From an optimization exercise on the open Yosys and OpenROAD flow, aimed at small area, a short achievable clock period and few clock cycles per item; shortcuts taken in it are not production practice. At most, simulation tests tie the RTL to the original design; equivalence was not proved. Power figures rest on the tool's default switching activity, not on a simulated workload.

==> flow/design.v <==
`timescale 1ns/100ps
module cache_controller (
    input clock,
    input reset,
    input read,
    input write,
    input [7:0] address,
    input [7:0] writedata,
    input mem_BUSY,
    input [31:0] mem_readdata,
    output reg [7:0] readdata,
    output reg mem_read, mem_write,
    output reg BUSY,
    output reg [5:0] mem_address,
    output reg [31:0] mem_writedata
);
    reg        cache_VALID [7:0];
    reg        cache_DIRTY [7:0];
    reg [2:0]  cache_TAG   [7:0];
    reg [31:0] cache_DATA  [7:0];
    integer i;
    wire [2:0] idx = address[4:2];
    wire       req = read | write;
    wire        VALID = cache_VALID[idx];
    wire        DIRTY = cache_DIRTY[idx];
    wire [2:0]  TAG   = cache_TAG[idx];
    wire [31:0] DATA  = cache_DATA[idx];
    wire        HIT   = VALID && (TAG == address[7:5]);
    reg st_rd, st_wb, done;
    wire idle = !(st_rd | st_wb | done);
    wire [2:0] lidx = mem_address[2:0];
    reg  [1:0] bsel;
    reg        wr;
    reg  [7:0]  cache_byte, mem_byte;
    always @(*) begin
        case (address[1:0])
            2'd0: begin cache_byte = DATA[7:0];   mem_byte = mem_readdata[7:0];   end
            2'd1: begin cache_byte = DATA[15:8];  mem_byte = mem_readdata[15:8];  end
            2'd2: begin cache_byte = DATA[23:16]; mem_byte = mem_readdata[23:16]; end
            default: begin cache_byte = DATA[31:24]; mem_byte = mem_readdata[31:24]; end
        endcase
    end
    wire miss_clean = idle && req && !HIT && !DIRTY;
    wire miss_dirty = idle && req && !HIT && DIRTY;
    wire rd_next = miss_clean | (st_wb & !mem_BUSY) | (st_rd & mem_BUSY);
    wire wb_next = miss_dirty | (st_wb & mem_BUSY);
    always @(posedge clock or posedge reset) begin
        if (reset) begin
            st_rd <= 1'b0;
            st_wb <= 1'b0;
            done  <= 1'b0;
        end else begin
            st_rd <= rd_next;
            st_wb <= wb_next;
            done  <= (idle & req & HIT) | (st_rd & !mem_BUSY);
        end
    end
    always @(posedge clock) begin
        mem_read  <= !reset & rd_next;
        mem_write <= !reset & wb_next;
    end
    always @(posedge clock) begin
        BUSY <= st_rd ? mem_BUSY : !(idle & HIT);
        readdata <= st_rd ? mem_byte : cache_byte;
        mem_writedata <= DATA;
        bsel <= address[1:0];
        wr <= write;
        mem_address[2:0] <= idx;
        mem_address[5:3] <= ((idle & DIRTY) | (st_wb & mem_BUSY)) ? TAG : address[7:5];
    end
    always @(posedge clock) begin
        if (reset) begin
            for (i = 0; i < 8; i = i + 1) begin
                cache_VALID[i] <= 1'b0;
                cache_DIRTY[i] <= 1'b0;
            end
        end else if (st_rd) begin
            cache_VALID[lidx] <= 1'b1;
            cache_DIRTY[lidx] <= 1'b0;
            cache_TAG[lidx]   <= address[7:5];
        end else if (done && wr) begin
            cache_DIRTY[lidx] <= 1'b1;
        end
    end
    always @(posedge clock) begin
        if (st_rd) begin
            cache_DATA[lidx] <= mem_readdata;
        end else if (done && wr) begin
            case (bsel)
                2'd0: cache_DATA[lidx][7:0]   <= writedata;
                2'd1: cache_DATA[lidx][15:8]  <= writedata;
                2'd2: cache_DATA[lidx][23:16] <= writedata;
                default: cache_DATA[lidx][31:24] <= writedata;
            endcase
        end
    end
endmodule
clock: 6.0 ns
lec_check: 0
cap_margin: 20
core_margin: 2
core_utilization: 60
cts_buf_list: sky130_fd_sc_hd__clkbuf_16
cts_cluster_diameter: 60
cts_cluster_size: 25
place_density: 0.75
setup_slack_margin: 3.65
slew_margin: 20
standard.sh (not shown) runs the stock make flow with config.mk's settings and CLKGATE_MAP_FILE= SYNTH_SCRIPT=/design/flow/synth_recipe.tcl, a recipe that flattens the netlist after the stock synthesis.
==> flow/flow/run.sh <==
#!/bin/bash
# Standard layout, with the ports buffered by a small plain buffer instead of
# the delay cell buffer_ports picks by default.
cp standard.sh standard_sh_copy.log
export BUFFER_PORTS_ARGS="-buffer_cell sky130_fd_sc_hd__buf_2"
bash standard.sh > standard.log 2>&1
Change:
ABC_AREA = 1   (was not set)
CTS_BUF_LIST = sky130_fd_sc_hd__clkbuf_8   (was sky130_fd_sc_hd__clkbuf_16)
CTS_CLUSTER_DIAMETER = 50   (was 60)
CTS_CLUSTER_SIZE = 15   (was 25)
Outcome: Clock skew is about the same; die area climbs by 2.0%; worst setup slack gains 51 ps; cell count climbs by 53%; wire length climbs by 8.6%.
Change:
ABC_AREA = not set   (was 1)
=> Sequential cell count stays the same; utilization rose by 1.7 points; design area fell by about 0.5%; worst setup slack is worse by 17 ps; wire length fell by 8.3%.
Function was not checked in any run of this note: the RTL went through the layout flow alone.

* * *

## run A
cache_controller, a different RTL version from the one above (not shown whole).
For scale: about 820 cells after synthesis, ~350 flip-flops, ~13000 µm² of cells after synthesis.
==> flow/config.mk <==
export PLATFORM = sky130hd
export DESIGN_NAME = cache_controller
export DESIGN_NICKNAME = cache_controller
export VERILOG_FILES = /design/flow/design.v
export SDC_FILE = /design/flow/constraint.sdc
export NUM_CORES = 4
export LEC_CHECK = 0
export CAP_MARGIN = 20
export CORE_MARGIN = 2
export CORE_UTILIZATION = 60
export CTS_BUF_LIST = sky130_fd_sc_hd__clkbuf_8
export CTS_CLUSTER_DIAMETER = 50
export CTS_CLUSTER_SIZE = 15
export PLACE_DENSITY = 0.75
export SETUP_SLACK_MARGIN = 3.65
export SLEW_MARGIN = 20
export SYNTH_HIERARCHICAL = 1
export SYNTH_MINIMUM_KEEP_SIZE = 0
==> flow/constraint.sdc <==
create_clock -name core_clock -period 6.0 [get_ports {clock}]
set_input_delay 1.2000 -clock core_clock [delete_from_list [all_inputs] [get_ports {clock}]]
set_output_delay 1.2000 -clock core_clock [all_outputs]
set_load 0.01 [all_outputs]
Scripts as last shown in full above: flow/flow/run.sh
Testbench counts of run A, summed over its fixed seeds: cycles 16,144, requests 4,800.
### run A -> run B
- a change of CORE_UTILIZATION from 60 to 70
- a change of PLACE_DENSITY from 0.75 to 0.85
==> flow/flow/run.sh <==
#!/bin/bash
# Standard layout, with the ports buffered by the smallest plain buffer instead of
# the delay cell buffer_ports picks by default.
cp standard.sh standard_sh_copy.log
export BUFFER_PORTS_ARGS="-buffer_cell sky130_fd_sc_hd__buf_1"
bash standard.sh > standard.log 2>&1
[summary]
- Run A → run B: number of antenna diodes went up 2; sum of internal, switching and leakage power went down 0.11 mW; layout-stage area growth over the synthesis result went up 0.72 points; smallest setup slack after layout went down 180 ps.
- | area of the die | higher: run A |
- Run B: relative contribution of the clock network to total power lower than run A
Modified inputs, run C compared to run B
- a change of CORE_UTILIZATION from 70 to 60
- a change of PLACE_DENSITY from 0.85 to 0.75
- a change of SETUP_SLACK_MARGIN from 3.65 to 3.7
## What came out
Against run B, run C comes in 2.0 points lower on sequential share of layout area. Run C finished every stage and its layout cleared the timing, DRC and antenna checks. Per the comparison of run C with run B, non-clock buffer count rose by 3.8%; die extent in x shows an increase of 7.8%; clock slew at the register clock pins of the worst setup and hold paths saw little to no change. met1 global-route usage for run C: 5.6 points down relative to run B.
Relative to run C, the following input files were edited for run D:
==> flow/flow/run.sh <==
#!/bin/bash
# Standard layout, with the ports buffered by a small plain buffer instead of
# the delay cell buffer_ports picks by default.
cp standard.sh standard_sh_copy.log
export BUFFER_PORTS_ARGS="-buffer_cell sky130_fd_sc_hd__buf_2"
bash standard.sh > standard.log 2>&1
Findings:
- In summary, run C completed successfully, with a layout that passed the timing, DRC and antenna checks.
- Run D finished all stages; the layout is clean.
- After detailed routing, run C needs more wire than run D.
- Between run D and run C, register fraction of the total cell area is higher for run D, run C comes in under that.
- Relative to run C, the internal power of run D is lower by about 2.2%.
- Run D: clock skew after layout 4.3 ps above run C

## re-timing with driven ports
The flow's constraints put no driver on any port. The routed layouts listed below were extracted and timed again, unchanged, in two steps. Step 1 sets driving cells, clkbuf_16 on the clock port and buf_2 on the other inputs (assumed; they add their load-dependent delay and slew). Step 2 times the ports against the registers' clock, not the clock port: input delays grow and output delays shrink by t, the midpoint of the rising clock arrivals with the driver on. Three values: ideal ports, drivers, drivers and shift; two values: the first two.
run	t, ns	slack for setup (ns)	clock arrival spread, ns
the first run of note 1	0.577	3.595 / 3.268 / 2.691	0.024 / 0.024
the second run of note 1	0.587	3.646 / 3.583 / 2.996	0.021 / 0.021
the third run of note 1	0.567	3.629 / 3.247 / 2.680	0.016 / 0.016
run A	0.635	3.657 / 3.591 / 2.956	0.021 / 0.022
run B	0.621	3.482 / 3.403 / 2.783	0.022 / 0.023
run C	0.640	3.667 / 3.568 / 2.928	0.022 / 0.022
run D	0.639	3.690 / 3.623 / 2.984	0.024 / 0.023
After both steps setup and hold are still met in every run listed. For the third run of note 1, which loses most, drivers alone change the setup slack by -0.382 ns; drivers and shift together by -0.949 ns.
